Background: an optimization exercise with open tools, aiming at small area and a short achievable clock period. Do not read the settings as production practice.
RTL that was checked went through simulation tests only; none was proved equivalent to the original.
Power and IR drop assume default switching activity.

Setup of the reference run:
## mac
module mac #(
    parameter DATA_WIDTH = 16,
              OUT_WIDTH = 32
)(
    input clk,
    input rst,
    input clr,
    input [DATA_WIDTH - 1: 0] a,
    input [DATA_WIDTH - 1: 0] b,
    output reg [OUT_WIDTH-1: 0] out
);
    wire ready;
    wire [OUT_WIDTH-1:0] pro;
    wire [OUT_WIDTH-1:0] acc;
    p #(.DATA_WIDTH(DATA_WIDTH), .OUT_WIDTH(OUT_WIDTH)) product (
        .a(a), .b(b), .c(pro), .done(ready), .clk(clk), .rst(rst)
    );
    pfx_add #(.W(OUT_WIDTH)) accadd (.x(out), .y(pro), .ci(1'b0), .s(acc));
    always @(posedge clk) begin
        if (clr)
            out <= 0;
        else if (ready && !rst)
            out <= acc;
    end
endmodule
Size in the first run: about 87 flip-flops, ~67 I/O pins, roughly 5100 um^2 of cells after synthesis.
==> module p, before the edit <==
module p #(parameter DATA_WIDTH = 16, OUT_WIDTH = 32)
(
    input [DATA_WIDTH-1:0] a,
    input [DATA_WIDTH-1:0] b,
    output [OUT_WIDTH-1:0] c,
    output reg done,
    input clk,
    input rst
);
    localparam K = DATA_WIDTH;
    reg [K-1:0] areg;    
    reg [K-1:0] hi;      
    reg [K-1:0] lo;      
    reg one, two, neg;   
    reg [2:0] cnt;
    assign c = {hi, lo};
    wire one_n = rst ? b[0] : lo[1] ^ lo[2];
    wire two_n = rst ? b[1] & ~b[0] :
                 (lo[3] & ~lo[2] & ~lo[1]) | (~lo[3] & lo[2] & lo[1]);
    wire neg_n = rst ? b[1] : lo[3];
    wire [K:0] m = one ? {areg[K-1], areg} : two ? {areg, 1'b0} : {(K+1){1'b0}};
    wire [K:0] pp = m ^ {(K+1){neg}};
    wire [K+1:0] sum;
    pfx_add #(.W(K+2)) stepadd (.x({{2{hi[K-1]}}, hi}), .y({pp[K], pp}), .ci(neg), .s(sum));
    always @(posedge clk) begin
        areg <= a;
        one <= one_n;
        two <= two_n;
        neg <= neg_n;
        if (rst) begin
            hi <= 0;
            lo <= b;
            cnt <= 3'd0;
            done <= 1'b0;
        end else if (!done) begin
            hi <= sum[K+1:2];
            lo <= {sum[1:0], lo[K-1:2]};
            cnt <= cnt + 3'd1;
            done <= (cnt == 3'd7);
        end
    end
endmodule
clock: 12.0 ns
lec_check: 0
abc_area: 1
cap_margin: 20
core_margin: 2
core_utilization: 40
cts_buf_list: sky130_fd_sc_hd__clkbuf_4 sky130_fd_sc_hd__clkbuf_8
cts_cluster_size: 40
slew_margin: 20
standard.sh (not shown) runs the stock make flow with config.mk's settings and CLKGATE_MAP_FILE= SYNTH_SCRIPT=/design/flow/synth_recipe.tcl, a recipe that flattens the netlist after the stock synthesis.
==> flow/flow/run.sh <==
#!/bin/bash
# Standard ORFS layout (the standard.sh), with port buffers of a plain buffer
# cell and setup repair aiming further below the clock period. Make's full output
# goes to flow_make.log; ORFS keeps each tool's log under orfs/logs.
set -euo pipefail
bash standard.sh \
  "BUFFER_PORTS_ARGS=-buffer_cell sky130_fd_sc_hd__buf_1" \
  SETUP_SLACK_MARGIN=8.7 \
  finish > flow_make.log 2>&1
Changes in the trial run relative to the reference run:
--- a/flow/design.v
+++ b/flow/design.v
@@ -22,5 +22,5 @@
     wire [K:0] pp = m ^ {(K+1){neg}};
     wire [K+1:0] sum;
-    pfx_add #(.W(K+2)) stepadd (.x({{2{hi[K-1]}}, hi}), .y({pp[K], pp}), .ci(neg), .s(sum));
+    pfx_add #(.W(K+2), .KIND(0)) stepadd (.x({{2{hi[K-1]}}, hi}), .y({pp[K], pp}), .ci(neg), .s(sum));
     always @(posedge clk) begin
         areg <= a;
==> results.txt <==
- The trial run vs the reference run, cell count went up by about 2.3%.
- Summary: with the reference run as the reference, detailed-route wire length in the trial run moved up by a few percent.
- Critical path's slowest cell: sky130_fd_sc_hd__dfxtp_2 -> the reference run, sky130_fd_sc_hd__dfxtp_4 -> the trial run
- Per the comparison of the trial run with the reference run, post-route clock skew shows a reduction of 5.1 ps; design area shows an increase of 99 um^2.
- The lower worst reg-to-reg path cell count came out of the trial run.
- Changes observed in the trial run relative to the reference run: cell internal power dissipation +11%; achievable frequency barely changed.
- The sequential share of layout area of the trial run falls short of that of the reference run by 0.68 points.
- Core area was lower in the run labelled the trial run.
- Hold slack on the trial run is up relative to the reference run.
- In the route summary, the trial run ends up with a via count exceeding that of the reference run.
For the trial run, only the layout was checked, not whether the RTL still works.

---

Setup of AL:
The RTL this note starts from:
==> flow/design.v <==
module p #(parameter DATA_WIDTH = 16, OUT_WIDTH = 32)
(
    input [DATA_WIDTH-1:0] a,
    input [DATA_WIDTH-1:0] b,
    output [OUT_WIDTH-1:0] c,
    output reg done,
    input clk,
    input rst
);
    localparam K = DATA_WIDTH;
    reg [K-1:0] areg;    
    reg [K-1:0] hi;      
    reg [K-1:0] lo;      
    reg one, two, neg;   
    reg [2:0] cnt;
    assign c = {hi, lo};
    wire one_n = rst ? b[0] : lo[1] ^ lo[2];
    wire two_n = rst ? b[1] & ~b[0] :
                 (lo[3] & ~lo[2] & ~lo[1]) | (~lo[3] & lo[2] & lo[1]);
    wire neg_n = rst ? b[1] : lo[3];
    wire [K:0] m = one ? {areg[K-1], areg} : two ? {areg, 1'b0} : {(K+1){1'b0}};
    wire [K:0] pp = m ^ {(K+1){neg}};
    wire [K+1:0] sum;
    pfx_add #(.W(K+2), .KIND(0)) stepadd (.x({{2{hi[K-1]}}, hi}), .y({pp[K], pp}), .ci(neg), .s(sum));
    always @(posedge clk) begin
        areg <= a;
        one <= one_n;
        two <= two_n;
        neg <= neg_n;
        if (rst) begin
            hi <= 0;
            lo <= b;
            cnt <= 3'd0;
            done <= 1'b0;
        end else if (!done) begin
            hi <= sum[K+1:2];
            lo <= {sum[1:0], lo[K-1:2]};
            cnt <= cnt + 3'd1;
            done <= (cnt == 3'd7);
        end
    end
endmodule
`timescale 1ns / 1ps
module mac #(
    parameter DATA_WIDTH = 16,
              OUT_WIDTH = 32
)(
    input clk,
    input rst,
    input clr,
    input [DATA_WIDTH - 1: 0] a,
    input [DATA_WIDTH - 1: 0] b,
    output reg [OUT_WIDTH-1: 0] out
);
    wire ready;
    wire [OUT_WIDTH-1:0] pro;
    wire [OUT_WIDTH-1:0] acc;
    p #(.DATA_WIDTH(DATA_WIDTH), .OUT_WIDTH(OUT_WIDTH)) product (
        .a(a), .b(b), .c(pro), .done(ready), .clk(clk), .rst(rst)
    );
    pfx_add #(.W(OUT_WIDTH)) accadd (.x(out), .y(pro), .ci(1'b0), .s(acc));
    always @(posedge clk) begin
        if (clr)
            out <= 0;
        else if (ready && !rst)
            out <= acc;
    end
endmodule
module pfx_add #(parameter W = 32, KIND = 1) (
    input [W-1:0] x,
    input [W-1:0] y,
    input ci,
    output [W-1:0] s
);
    localparam L = (W <= 2) ? 1 : (W <= 4) ? 2 : (W <= 8) ? 3 : (W <= 16) ? 4 : (W <= 32) ? 5 : 6;
    wire [W-1:0] p0 = x ^ y;
    wire [W-1:0] g0 = {x[W-1:1] & y[W-1:1], (x[0] & y[0]) | (p0[0] & ci)};
    reg [W-1:0] g, pg;
    integer l, i, j;
    always @* begin
        g = g0;
        pg = p0;
        if (KIND == 0) begin
            for (l = 0; l < L; l = l + 1)
                for (i = 0; i < W; i = i + 1)
                    if ((i >> l) & 1) begin
                        j = ((i >> l) << l) - 1;
                        g[i] = g[i] | (pg[i] & g[j]);
                        pg[i] = pg[i] & pg[j];
                    end
        end else begin
            for (l = 0; l < L; l = l + 1)
                for (i = 0; i < W; i = i + 1)
                    if (((i + 1) % (2 << l)) == 0) begin
                        g[i] = g[i] | (pg[i] & g[i - (1 << l)]);
                        pg[i] = pg[i] & pg[i - (1 << l)];
                    end
            for (l = L - 2; l >= 0; l = l - 1)
                for (i = 0; i < W; i = i + 1)
                    if (((i + 1) % (2 << l)) == (1 << l) && i >= (2 << l)) begin
                        g[i] = g[i] | (pg[i] & g[i - (1 << l)]);
                        pg[i] = pg[i] & pg[i - (1 << l)];
                    end
        end
    end
    assign s = p0 ^ {g[W-2:0], ci};
endmodule
clock: 12.0 ns
lec_check: 0
abc_area: 1
cap_margin: 20
core_margin: 2
core_utilization: 40
cts_buf_list: sky130_fd_sc_hd__clkbuf_4 sky130_fd_sc_hd__clkbuf_8
cts_cluster_size: 40
slew_margin: 20
==> flow/flow/run.sh <==
#!/bin/bash
# Standard ORFS layout (the standard.sh), with port buffers of a plain buffer
# cell and setup repair aiming further below the clock period. Make's full output
# goes to flow_make.log; ORFS keeps each tool's log under orfs/logs.
set -euo pipefail
bash standard.sh \
  "BUFFER_PORTS_ARGS=-buffer_cell sky130_fd_sc_hd__buf_1" \
  SETUP_SLACK_MARGIN=8.6 \
  finish > flow_make.log 2>&1
Inputs modified between AL and MS:
-- flow/design.v --
<<< AL, line 22
    wire [K:0] pp = m ^ {(K+1){neg}};
    wire [K+1:0] sum;
    pfx_add #(.W(K+2), .KIND(0)) stepadd (.x({{2{hi[K-1]}}, hi}), .y({pp[K], pp}), .ci(neg), .s(sum));
    always @(posedge clk) begin
        areg <= a;
>>> MS, line 22
    wire [K:0] pp = m ^ {(K+1){neg}};
    wire [K+1:0] sum;
    pfx_add #(.W(K+2)) stepadd (.x({{2{hi[K-1]}}, hi}), .y({pp[K], pp}), .ci(neg), .s(sum));
    always @(posedge clk) begin
        areg <= a;
[summary]
The flow did not stop early for MS: all stages ran, and the layout cleared the timing, design-rule and antenna checks. As far as post-route minimum period is concerned, MS and AL perform about the same. Changes observed in MS relative to AL: largest fanout of any net on the critical path decreased by 1 relative to the old numbers, fraction of the mapped netlist area in compound gates closely matched the old numbers, core utilization decreased by 0.58 points relative to the old numbers, number of fillers in the final layout increased by 42 relative to the old numbers, share of layout cells above drive strength 1 increased by 0.64 points relative to the old numbers. AL → MS: worst setup slack flat, total number of vias down about 3%, part of the cycle the worst path needs flat. STATUS core area: MS loses against AL. Between MS and AL, the total power is lower for MS. Against AL, worst hold slack in MS came out worse. Higher half-perimeter wire length of the detailed placement result among MS and AL: AL.
Function not checked in AL: the RTL went through the layout flow alone.

==> afterwards: timing with drivers on the ports <==
No port has a modelled driver above. Below, the same layouts with a new extraction and two added sets of constraints. Step 1 (the two cells are an assumption about what drives the block):
set clk [get_ports {clk}]
set_driving_cell -lib_cell sky130_fd_sc_hd__clkbuf_16 $clk
set_driving_cell -lib_cell sky130_fd_sc_hd__buf_2 [delete_from_list [all_inputs] $clk]
Step 2 times the ports against the registers' clock, not the clock port: input delays grow and output delays shrink by t, the midpoint of the rising clock arrivals with the driver on. a / b / c = ideal ports / drivers / drivers and shift; a / b = the first two.
run | t, ns | slack for setup (ns) | worst data-port slew with drivers (ns) | cell pins on the clock port's net
the reference run | 0.402 | 8.728 / 8.695 / 8.433 | 0.04 | 1
the trial run | 0.406 | 8.724 / 8.690 / 8.420 | 0.04 | 1
AL | 0.405 | 8.661 / 8.626 / 8.320 | 0.04 | 1
MS | 0.387 | 8.660 / 8.628 / 8.335 | 0.04 | 1
After both steps every run listed still meets setup and hold. For AL, which loses most, drivers alone change the setup slack by -0.035 ns; drivers and shift together by -0.341 ns.
